From an optimization exercise on the open Yosys and OpenROAD flow, aimed at small area; shortcuts taken in it are not production practice.
Function was checked by simulation only, so behaviour that the tests miss may differ from the original.
No driver is modelled on the clock port, so clock power and skew are understated where the tree is cut down; a real chip needs a root buffer or a tree.
Power figures rest on the tool's default switching activity, not on a simulated workload.

==> module debouncer, before the edit <==
module debouncer(input logic clk, reset, pend, btn, output logic pulse);
    logic [7:0] s;
    logic idle, last, start, kill;
    assign idle  = ~(s[0] | s[1] | s[2] | s[3] | s[5] | s[6]);
    assign last  = s[0] & ~s[1] & ~s[2] & ~s[4] & ~s[6] & ~s[7];
    assign pulse = ~s[0] & s[1] & ~s[2] & ~s[3] & ~s[5] & ~s[7] & ~pend;
    assign start = (idle | pend) & btn & ~reset;
    assign kill  = last | pend;
    always_ff @(posedge clk)
        s <= ({s[6:0], s[7] ^ s[2]} & {8{~kill}}) | ({8{start}} & 8'd18);
endmodule
==> module Simple_Processor, before the edit <==
module Simple_Processor(input logic clk, reset, leftBtn, rightBtn, switchEn, input logic [11:0] switch,
                        output logic [6:0] seg, output logic dp, output logic [3:0] an);
    logic pend;
    always_ff @(posedge clk or posedge reset)
        if (reset) pend <= 1'b1;
        else       pend <= 1'b0;
    logic lp, rp, wp;
    logic l, e, s;           
    debouncer deb_left (clk, reset, pend, leftBtn,  lp);
    debouncer deb_right(clk, reset, pend, rightBtn, rp);
    debouncer deb_wr   (clk, reset, pend, l | e,    wp);    
    logic [2:0] pc;
    always_ff @(posedge clk or posedge reset)
        if (reset)   pc <= 3'd0;
        else if (lp) pc <= pc + 3'd1;
    logic [11:0] rom;
    always_comb
        case (pc)
            3'd0: rom = 12'b000_00_001_0011;
            3'd1: rom = 12'b000_00_000_0111;
            3'd2: rom = 12'b101_011_000_001;
            3'd3: rom = 12'b101_111_001_011;
            3'd4: rom = 12'b110_100_000_011;
            3'd5: rom = 12'b001_00_100_0101;
            3'd6: rom = 12'b000_00_000_0101;
            default: rom = 12'b101_111_001_000;
        endcase
    logic [11:0] ir;
    always_ff @(posedge clk)
        ir <= switchEn ? switch : rom;
    logic exec;
    assign exec = switchEn ? rp : lp;
    logic [2:0] op;
    assign op = ir[11:9];
    logic op_ld, op_st, op_mem, op_alu;
    assign op_ld  = (op == 3'b000);
    assign op_st  = (op == 3'b001);
    assign op_mem = op_ld | op_st;
    assign op_alu = (op == 3'b101) | (op == 3'b110);
    logic cnt;
    logic [2:0] a1, a2, wa;
    logic [3:0] daddr;
    always_ff @(posedge clk or posedge reset)
        if (reset) begin
            l <= 1'b0; e <= 1'b0; s <= 1'b0; cnt <= 1'b0; a1 <= 3'd0; a2 <= 3'd0;
        end else if (exec & (op_mem | op_alu)) begin
            l <= op_ld;
            e <= op[2];
            s <= op[2] ^ op[0];
            if (op_mem) begin
                cnt <= ~cnt;
                if (op_st | ~cnt) a1 <= ir[6:4];
                if (cnt)          a2 <= ir[6:4];
            end else begin
                a1 <= ir[2:0];
                a2 <= ir[5:3];
            end
        end
    always_ff @(posedge clk)
        if (exec) begin
            if (op_mem)         daddr <= ir[3:0];
            if (op_ld | op_alu) wa <= op_ld ? ir[6:4] : ir[8:6];
        end
    logic [3:0] rdd1, rdd2, alu;
    always_comb
        if (!e)     alu = 4'd0;
        else if (s) alu = rdd1 - rdd2;
        else        alu = rdd1 + rdd2;
    logic st;
    assign st = s & ~e;
    logic [3:0] w1, w0;            
    assign w1 = rdd1 | {4{pend}};
    assign w0 = rdd1 & ~{4{pend}};
    logic [3:0] dm [16];
    logic [3:0] rdata;
    for (genvar i = 0; i < 16; i++) begin : g_dm
        logic [3:0] wi;
        for (genvar b = 0; b < 4; b++) begin : g_b
            assign wi[b] = ((i >> b) & 1) ? w1[b] : w0[b];
        end
        always_ff @(posedge clk)
            if (pend | (st & (daddr == 4'(i)))) dm[i] <= wi;
    end
    always_ff @(posedge clk or posedge reset)
        if (reset)  rdata <= 4'd0;
        else if (l) rdata <= dm[daddr];
    logic [3:0] wd;
    assign wd = l ? rdata : alu;
    logic [3:0] rf0;
    logic [3:0] rfh [1:7];
    logic [3:0] rf [8];
    always_ff @(posedge clk or posedge reset)
        if (reset)                   rf0 <= 4'd0;
        else if (wp & (wa == 3'd0))  rf0 <= wd;
    always_ff @(posedge clk)
        for (int i = 1; i < 8; i++)
            if (pend | (wp & (wa == 3'(i)))) rfh[i] <= wd & ~{4{pend}};
    always_comb begin
        rf[0] = rf0;
        for (int i = 1; i < 8; i++) rf[i] = rfh[i];
    end
    always_ff @(posedge clk) begin
        rdd1 <= rf[a1];
        rdd2 <= rf[a2];
    end
    logic [15:0] lf;
    logic [1:0] ph;
    logic z;
    assign z = ~|lf[14:0];
    always_ff @(posedge clk or posedge reset)
        if (reset) begin
            lf <= 16'd0; ph <= 2'd0;
        end else begin
            lf <= {lf[14:0], lf[15] ^ lf[13] ^ lf[12] ^ lf[10] ^ z};
            if (lf[15] & z) ph <= ph + 2'd1;
        end
    logic [3:0] dv;
    always_comb
        case (ph)
            2'd0: dv = alu;
            2'd1: dv = 4'd0;
            2'd2: dv = rdd2;
            default: dv = rdd1;
        endcase
    always_comb
        case (dv)
            4'h0: seg = 7'b1000000;
            4'h1: seg = 7'b1111001;
            4'h2: seg = 7'b0100100;
            4'h3: seg = 7'b0110000;
            4'h4: seg = 7'b0011001;
            4'h5: seg = 7'b0010010;
            4'h6: seg = 7'b0000010;
            4'h7: seg = 7'b1111000;
            4'h8: seg = 7'b0000000;
            4'h9: seg = 7'b0010000;
            4'hA: seg = 7'b0001000;
            4'hB: seg = 7'b0000011;
            4'hC: seg = 7'b1000110;
            4'hD: seg = 7'b0100001;
            4'hE: seg = 7'b0000110;
            default: seg = 7'b0001110;
        endcase
    assign an = ~(4'b0001 << ph);
    assign dp = 1'b1;
endmodule
clock: 10.0 ns
lec_check: 0
abc_area: 1
cap_margin: 0
core_margin: 2
core_utilization: 70
gpl_timing_driven: 0
slew_margin: 0
standard.sh (not shown) runs the stock make flow with config.mk's settings and CLKGATE_MAP_FILE= SYNTH_SCRIPT=/design/flow/synth_recipe.tcl, a recipe that flattens the netlist after the stock synthesis.
==> flow/flow/run.sh <==
#!/bin/bash
# Layout flow: the standard synthesis; then the combinational logic is
# re-mapped with stronger ABC area scripts (registers untouched, the smallest
# of a few recipes is kept); then the rest of the standard flow (floorplan
# .. finish) on that netlist, with buf_1 port buffers and a hand-built clock
# tree (flow/pre_cts.tcl).
set -euo pipefail
HERE=$(pwd)
RES=$HERE/orfs/results/$FLOW_PLATFORM/Simple_Processor/base

bash standard.sh synth > std_synth.log 2>&1

cp $RES/1_2_yosys.v $RES/1_2_yosys_std.v
export REMAP_LIB=$FLOW_HOME/platforms/$FLOW_PLATFORM/lib/sky130_fd_sc_hd__tt_025C_1v80.lib
export REMAP_DONT_USE="$(sed -n '/DONT_USE_CELLS/,/^$/p' $FLOW_HOME/platforms/$FLOW_PLATFORM/config.mk | grep -o 'sky130_fd_sc_hd__[A-Za-z0-9_]*' | tr '\n' ' ')"
remap() {  # in out script log -> prints the area
  REMAP_IN=$1 REMAP_OUT=$2 REMAP_STAT=$2.stat REMAP_SCRIPT=$HERE/flow/$3 yosys -c flow/remap.tcl > $4 2>&1
  grep "Chip area" $2.stat | awk '{print $NF}'
}
# recipes: each a chain of ABC scripts applied in turn; the smallest result is kept
RECIPES=("d4" "c1 d4" "c1" "a2" "b1" "a2 d4" "d4 c1" "b1 d4")
BEST=""; BESTA=1e99; n=0
for r in "${RECIPES[@]}"; do
  n=$((n+1)); IN=$RES/1_2_yosys_std.v; k=0
  for s in $r; do
    k=$((k+1)); OUT=$RES/remap_${n}_$k.v
    A=$(remap $IN $OUT abc_$s.script remap_${n}_$k.log)
    IN=$OUT
  done
  echo "recipe $n ($r): $A" >> remap_choice.log
  if awk "BEGIN{exit !($A < $BESTA)}"; then BESTA=$A; BEST=$IN; fi
done
echo "kept $BEST ($BESTA)" >> remap_choice.log
cp $BEST $RES/1_2_yosys.v
touch $RES/1_2_yosys.v

# smallest buffer on the ports; clock tree built by flow/pre_cts.tcl
export BUFFER_PORTS_ARGS="-buffer_cell sky130_fd_sc_hd__buf_1"
export PRE_CTS_TCL=$HERE/flow/pre_cts.tcl
export MY_CTS_LEAVES=13
export MY_CTS_SLACK=0
export MY_CTS_ROOT=sky130_fd_sc_hd__clkbuf_8
export MY_CTS_LEAF=sky130_fd_sc_hd__buf_6
bash standard.sh finish > std_finish.log 2>&1
Other scripts of this flow, unchanged in this note and not shown: flow/flow/abc_a2.script, flow/flow/abc_b1.script, flow/flow/abc_c1.script, flow/flow/abc_d4.script, flow/flow/mktree.tcl, flow/flow/pre_cts.tcl, flow/flow/remap.tcl
The first run produced a clean layout.
Next try:
--- a/flow/design.v
+++ b/flow/design.v
@@ -1,11 +1,17 @@
 `default_nettype none
 `timescale 1ns / 1ps
-module debouncer(input logic clk, reset, pend, btn, output logic pulse);
+module debouncer #(parameter bit QUIET = 0)
+                 (input logic clk, reset, pend, btn, output logic pulse);
     logic [7:0] s;
     logic idle, last, start, kill;
     assign idle  = ~(s[0] | s[1] | s[2] | s[3] | s[5] | s[6]);
     assign last  = s[0] & ~s[1] & ~s[2] & ~s[4] & ~s[6] & ~s[7];
-    assign pulse = ~s[0] & s[1] & ~s[2] & ~s[3] & ~s[5] & ~s[7] & ~pend;
-    assign start = (idle | pend) & btn & ~reset;
+    if (QUIET) begin : g_quiet
+        assign pulse = ~s[0] & s[1] & ~s[2] & ~s[3] & ~s[5] & ~s[7];
+        assign start = idle & btn;
+    end else begin : g_noisy
+        assign pulse = ~s[0] & s[1] & ~s[2] & ~s[3] & ~s[5] & ~s[7] & ~pend;
+        assign start = (idle | pend) & btn & ~reset;
+    end
     assign kill  = last | pend;
     always_ff @(posedge clk)
@@ -22,5 +28,5 @@
     debouncer deb_left (clk, reset, pend, leftBtn,  lp);
     debouncer deb_right(clk, reset, pend, rightBtn, rp);
-    debouncer deb_wr   (clk, reset, pend, l | e,    wp);    
+    debouncer #(.QUIET(1)) deb_wr(clk, reset, pend, l | e, wp);
     logic [2:0] pc;
     always_ff @(posedge clk or posedge reset)
@@ -108,5 +114,5 @@
     always_ff @(posedge clk)
         for (int i = 1; i < 8; i++)
-            if (pend | (wp & (wa == 3'(i)))) rfh[i] <= wd & ~{4{pend}};
+            if (pend | (wp & (wa == 3'(i)))) rfh[i] <= wd;    
     always_comb begin
         rf[0] = rf0;
After rerunning: The changed run produced a clean layout. Setup slack improved by 0.0094 ns. Routed wire length goes down by 5.6%. Sequential power climbs by about 3%. Fmax barely changes. Total power came out lower by 3.1%. Global-route usage decreases by 2.1 points.
No run of this note takes its clock network from TritonCTS; it comes from the design's own scripts or RTL.

[what the ideal ports hide]
How much do the figures lean on ideal ports? The routed layouts below were timed once more, with nothing changed but the port constraints.
Step 1 (the two cells are an assumption about what drives the block):
set clk [get_ports {clk}]
set_driving_cell -lib_cell sky130_fd_sc_hd__clkbuf_16 $clk
set_driving_cell -lib_cell sky130_fd_sc_hd__buf_2 [delete_from_list [all_inputs] $clk]
Step 2 times the ports against the registers' clock, not the clock port: input delays grow and output delays shrink by t, the midpoint of the rising clock arrivals with the driver on.
a / b / c = ideal / step 1 / step 2; a / b = the first two.
run | shift t [ns] | setup WS [ns] | clock arrival spread, ns
the first run | 0.459 | 4.602 / 4.570 / 5.029 | 0.019 / 0.019
the second run | 0.443 | 4.612 / 4.580 / 5.023 | 0.022 / 0.022
After both steps setup and hold are still met in every run listed.
